Context: an optimization exercise on an open-source flow, tuned for small area and a short achievable clock period. The choices shown serve that exercise and are no tape-out recipe.
In this exercise RTL edits were held to simulation tests only and were not proved equivalent to the original.
No activity file was given, so power comes from the tool's default toggle rates.

exp/maple:
// fir
module fir(
    input clk,
    input signed [15:0] noisy_signal,
    output signed [15:0] filtered_signal
);
For scale: ~1400 cells after synthesis, ~33 I/O pins, roughly 22000 um2 of cells after synthesis.
export LEC_CHECK = 0
export CAP_MARGIN = 20
export CORE_MARGIN = 2
export CORE_UTILIZATION = 58
export CTS_CLUSTER_DIAMETER = 100
export CTS_CLUSTER_SIZE = 25
export SETUP_SLACK_MARGIN = 3.8
export SLEW_MARGIN = 20
export SYNTH_HIERARCHICAL = 1
export SYNTH_MINIMUM_KEEP_SIZE = 0
create_clock -name core_clock -period 6.0 [get_ports {clk}]
run.sh (not shown) runs the stock make flow with config.mk's settings and CLKGATE_MAP_FILE= SYNTH_SCRIPT=/design/flow/synth_recipe.tcl, a recipe that flattens the netlist after the stock synthesis.
exp/maple did not stop at any stage, and its layout met the timing, design-rule and antenna checks.
Inputs modified between exp/maple and exp/zinc:
- an added PLACE_DENSITY of 0.75
Results
exp/zinc against exp/maple; average wire per standard cell is down by a few percent.
Taking exp/maple as the reference, in exp/zinc area growth from synthesis to layout closely matched the old numbers, share of the core filled with cells closely matched the old numbers.
Between exp/zinc and exp/maple, the difference in design area is negligible.
The number of inverters outside the clock class in the layout of exp/maple and that of exp/zinc are within noise of each other.
The routed wire length in exp/zinc sits about 3% below the value recorded for exp/maple.
Met2 demand-to-capacity share in global routing essentially unchanged between exp/maple and exp/zinc.
Cell with the largest stage delay on the worst path: dfxtp_2 -> exp/maple, dfxtp_1 -> exp/zinc
exp/zinc reports a higher clock network power share than exp/maple does.
In exp/zinc, the number of fillers in the final layout came out 140 below the value in exp/maple.
For the met3 wire length, exp/zinc came in about 27% higher than exp/maple did.
exp/zinc vs exp/maple, met3 usage in global routing went up by 0.91 points.
All of exp/zinc and exp/maple finish clean.
Edits applied to the flow inputs when going from exp/zinc to exp/violet:
- CORE_UTILIZATION: 58 -> 65
- PLACE_DENSITY: 0.75 -> unset
exp/violet: full flow OK, the timing, design-rule and antenna checks passed
In summary, exp/zinc completed successfully, with a layout that passed the timing, design-rule and antenna checks.
Vias: exp/violet below exp/zinc
Re clock share of power: exp/zinc and exp/violet aren't equal, and the higher value belongs to exp/zinc.
The higher power consumed by the clock network of exp/zinc and exp/violet is in exp/zinc.
Cell count, exp/zinc and exp/violet: higher on exp/zinc
In the tables for exp/zinc and exp/violet, total global routing track utilization reads higher with exp/violet.
On exp/violet: total power of the final layout is 0.45% higher than what exp/zinc gave.
> inputs changed (exp/violet -> exp/amber)
- an added CORE_ASPECT_RATIO of 2.0
- a change of CORE_UTILIZATION from 65 to 58
==> comparison <==
The area used by multi-input combinational logic number comes out higher for exp/violet vs exp/amber. Delta (exp/amber minus exp/violet): count of instances resized after the clock tree is built increased by 12 relative to the old numbers, non-clock buffer instance count of the final layout decreased by about 14% relative to the old numbers.
--- input diff exp/amber..exp/quartz ---
- removing CORE_ASPECT_RATIO (formerly 2.0)
- changing CORE_UTILIZATION from 58 to 52
[summary]
There was hardly any difference in final cell area excluding filler cells between exp/quartz and exp/amber.
Diff exp/amber -> exp/quartz | final weighted congestion in routability-driven placement | decrease of 11%
| actual slew at the worst max-slew pin | exp/quartz vs exp/amber | 97 ps lower |
Share of total power in combinational logic is lower on exp/quartz
In exp/quartz, the total detailed-routing wirelength came out 11% below the value in exp/amber.
On final worst slack, exp/quartz does better than exp/amber.
Input-level comparison between exp/tundra and exp/quartz:
- setting CORE_ASPECT_RATIO to 0.5 for the first time
- changing CORE_UTILIZATION from 52 to 58
==> summary.txt <==
Summary of the comparison: core utilization is higher in exp/tundra, relative to exp/quartz.
Comparing exp/tundra and exp/quartz, count of clock-net buffers in the final layout is higher on exp/quartz.
After detailed routing, exp/quartz needs less wire than exp/tundra.
The post-route worst setup slack was comparable across exp/tundra and exp/quartz.
exp/tundra vs exp/quartz: via count of the first global-routing pass up in exp/tundra

---

fir, a different RTL version from the one above (not shown whole).
Size in the first run: ~540 flip-flops, roughly 33 I/O pins, roughly 22,000 sq um of cells after synthesis.
==> flow/config.mk <==
export PLATFORM = sky130hd
export DESIGN_NAME = fir
export DESIGN_NICKNAME = fir
export VERILOG_FILES = /design/flow/design.v
export SDC_FILE = /design/flow/constraint.sdc
export NUM_CORES = 4
export LEC_CHECK = 0
export CAP_MARGIN = 20
export CORE_MARGIN = 2
export CORE_UTILIZATION = 65
export CTS_CLUSTER_DIAMETER = 100
export CTS_CLUSTER_SIZE = 20
export SETUP_SLACK_MARGIN = 3.7
export SLEW_MARGIN = 20
export SYNTH_HIERARCHICAL = 1
export SYNTH_MINIMUM_KEEP_SIZE = 0
==> flow/constraint.sdc <==
create_clock -name core_clock -period 6.0 [get_ports {clk}]
set_input_delay 1.2000 -clock core_clock [delete_from_list [all_inputs] [get_ports {clk}]]
set_output_delay 1.2000 -clock core_clock [all_outputs]
set_load 0.01 [all_outputs]
The baseline ran to the end with no violations.
Edit:
--- a/flow/config.mk
+++ b/flow/config.mk
@@ -8,8 +8,8 @@
 export CAP_MARGIN = 20
 export CORE_MARGIN = 2
-export CORE_UTILIZATION = 65
+export CORE_UTILIZATION = 58
 export CTS_CLUSTER_DIAMETER = 100
-export CTS_CLUSTER_SIZE = 20
-export SETUP_SLACK_MARGIN = 3.7
+export CTS_CLUSTER_SIZE = 25
+export SETUP_SLACK_MARGIN = 3.8
 export SLEW_MARGIN = 20
 export SYNTH_HIERARCHICAL = 1
Outcome:
- cell count goes up by 3.5%
- fmax grows by 1.5%
- global-route usage decreases by 1.5 points
- total power went down by 0.43%
- core utilization is lower by 7.3 points

---

RTL: one of the versions met above, not the one the previous note started from.
Size: about 1400 cells after synthesis, roughly 22000 um^2 of cells after synthesis.
Settings: LEC_CHECK=0, CAP_MARGIN=20, CORE_MARGIN=2, CORE_UTILIZATION=58, CTS_CLUSTER_DIAMETER=100, CTS_CLUSTER_SIZE=25, SETUP_SLACK_MARGIN=3.85, SLEW_MARGIN=20, SYNTH_HIERARCHICAL=1, SYNTH_MINIMUM_KEEP_SIZE=0; clock period 6.0 ns.
Rerun with:
GPL_ROUTABILITY_DRIVEN = 0   (was not set)
SETUP_SLACK_MARGIN = 3.8   (was 3.85)
Synthesized area does not change. Design area goes down by about 0.5%. Setup slack is about the same. Total power is about the same. Core utilization goes down by 0.32 points. Cell count stays flat. Sequential power is about the same. Non-clock buffer count goes down by 3. Clock power hardly moves.

---

## v9
fir again, from the RTL that the note above started with.
Settings: LEC_CHECK=0, CAP_MARGIN=20, CORE_MARGIN=2, CORE_UTILIZATION=58, CTS_BUF_LIST=sky130_fd_sc_hd__clkbuf_16 sky130_fd_sc_hd__clkbuf_8, CTS_CLUSTER_DIAMETER=60, CTS_CLUSTER_SIZE=25, SETUP_SLACK_MARGIN=3.8, SLEW_MARGIN=20, SYNTH_HIERARCHICAL=1, SYNTH_MINIMUM_KEEP_SIZE=0; clock period 6.0 ns.
v9 | stages: all done | timing, DRC, antenna: all pass
### v9 -> v16
-- flow/config.mk --
<<< v9, line 8
export CAP_MARGIN = 20
export CORE_MARGIN = 2
export CORE_UTILIZATION = 58
export CTS_BUF_LIST = sky130_fd_sc_hd__clkbuf_16 sky130_fd_sc_hd__clkbuf_8
export CTS_CLUSTER_DIAMETER = 60
export CTS_CLUSTER_SIZE = 25
export SETUP_SLACK_MARGIN = 3.8
>>> v16, line 8
export CAP_MARGIN = 20
export CORE_MARGIN = 2
export CORE_UTILIZATION = 62
export CTS_CLUSTER_DIAMETER = 100
export CTS_CLUSTER_SIZE = 25
export SETUP_SLACK_MARGIN = 3.8
==> summary.txt <==
- Time the final worst path needs with I/O delays and setup came out higher on v16 than on v9.
- Going from v9 to v16, power density relative to cell area shrinks by 3.1%.
- Total count of max-transition violations in the final report came out exactly the same in v16 and v9.

---

Setup of run a:
fir with an RTL version that a note above also has.
Size in the first run: roughly 1400 cells after synthesis, ~540 flip-flops, about 33 I/O pins.
Settings: LEC_CHECK=0, CAP_MARGIN=20, CORE_MARGIN=2, CORE_UTILIZATION=65, CTS_CLUSTER_DIAMETER=100, CTS_CLUSTER_SIZE=25, SETUP_SLACK_MARGIN=3.8, SLEW_MARGIN=20, SYNTH_HIERARCHICAL=1, SYNTH_MINIMUM_KEEP_SIZE=0; clock period 6.0 ns.
Run a finished end to end and its layout was clean on timing, DRC and antenna.
#### Input delta (run b over run a)
- changing SETUP_SLACK_MARGIN from 3.8 to 3.9
- changing CTS_CLUSTER_SIZE from 25 to 20
Run b: number of cells in the finished layout apart from fillers 20 above run a. Between run a and run b, the area growth from synthesis to layout is higher for run b. Cell area | run b vs run a | run b larger. Run b vs. run a: clock skew fell 9.9 ps; leakage power total now larger.

---

## the previous run
Starting RTL as in the previous note.
clock: 6.0 ns
lec_check: 0
cap_margin: 20
core_margin: 2
core_utilization: 65
cts_cluster_diameter: 100
cts_cluster_size: 20
setup_slack_margin: 4.0
slew_margin: 20
synth_hierarchical: 1
synth_minimum_keep_size: 0
The following lists how the current run was set up differently from the previous run:
--- a/flow/config.mk
+++ b/flow/config.mk
@@ -11,5 +11,5 @@
 export CTS_CLUSTER_DIAMETER = 100
 export CTS_CLUSTER_SIZE = 20
-export SETUP_SLACK_MARGIN = 4.0
+export SETUP_SLACK_MARGIN = 3.8
 export SLEW_MARGIN = 20
 export SYNTH_HIERARCHICAL = 1
[summary]
Between the current run and the previous run, the sequential power figures differ only marginally.
The current run ends up with a final area that is 2.6% lower than in the previous run.
The current run vs. the previous run: final critical-path required period went up by 0.0092 ns.

==> static timing again, ports no longer ideal <==
The results above use ideal ports. As a check the final layouts listed here were re-extracted and re-timed, cells and wires unchanged.
Step 1 (the two cells are an assumption about what drives the block):
set clk [get_ports {clk}]
set_driving_cell -lib_cell sky130_fd_sc_hd__clkbuf_16 $clk
set_driving_cell -lib_cell sky130_fd_sc_hd__buf_2 [delete_from_list [all_inputs] $clk]
Step 2 adds t to the input delays and takes it off the output delays; t is the mean of the earliest and latest rising clock arrival at the registers after step 1. Input paths then give back, and output paths get back, about the clock's delay inside the block.
Three values: ideal, step 1, step 2; two values: the first two.
run	t (ns)	slack for setup (ns)	latest minus earliest clock arrival (ns)	cell pins on the clock port's net
exp/maple	0.601	3.804 / 3.752 / 3.846	0.031 / 0.030	1
exp/zinc	0.603	3.800 / 3.747 / 3.833	0.025 / 0.025	1
exp/violet	0.599	3.804 / 3.752 / 3.841	0.024 / 0.025	1
exp/amber	0.615	3.790 / 3.733 / 3.801	0.026 / 0.027	1
exp/quartz	0.609	3.796 / 3.742 / 3.848	0.028 / 0.028	1
exp/tundra	0.630	3.796 / 3.737 / 3.820	0.030 / 0.030	1
the first run of note 2	0.623	3.754 / 3.735 / 3.754	0.019 / 0.019	1
the second run of note 2	0.627	3.787 / 3.732 / 3.823	0.029 / 0.029	1
the first run of note 3	0.606	3.803 / 3.751 / 3.855	0.025 / 0.026	1
the second run of note 3	0.601	3.804 / 3.752 / 3.846	0.031 / 0.030	1
v9	0.601	3.824 / 3.772 / 3.842	0.023 / 0.023	1
v16	0.603	3.801 / 3.747 / 3.860	0.025 / 0.025	1
run a	0.619	3.797 / 3.746 / 3.812	0.026 / 0.026	1
run b	0.623	3.790 / 3.738 / 3.811	0.013 / 0.013	1
the previous run	0.621	3.788 / 3.736 / 3.835	0.011 / 0.011	1
the current run	0.632	3.778 / 3.726 / 3.819	0.022 / 0.022	1
After both steps setup and hold are still met in every run listed.
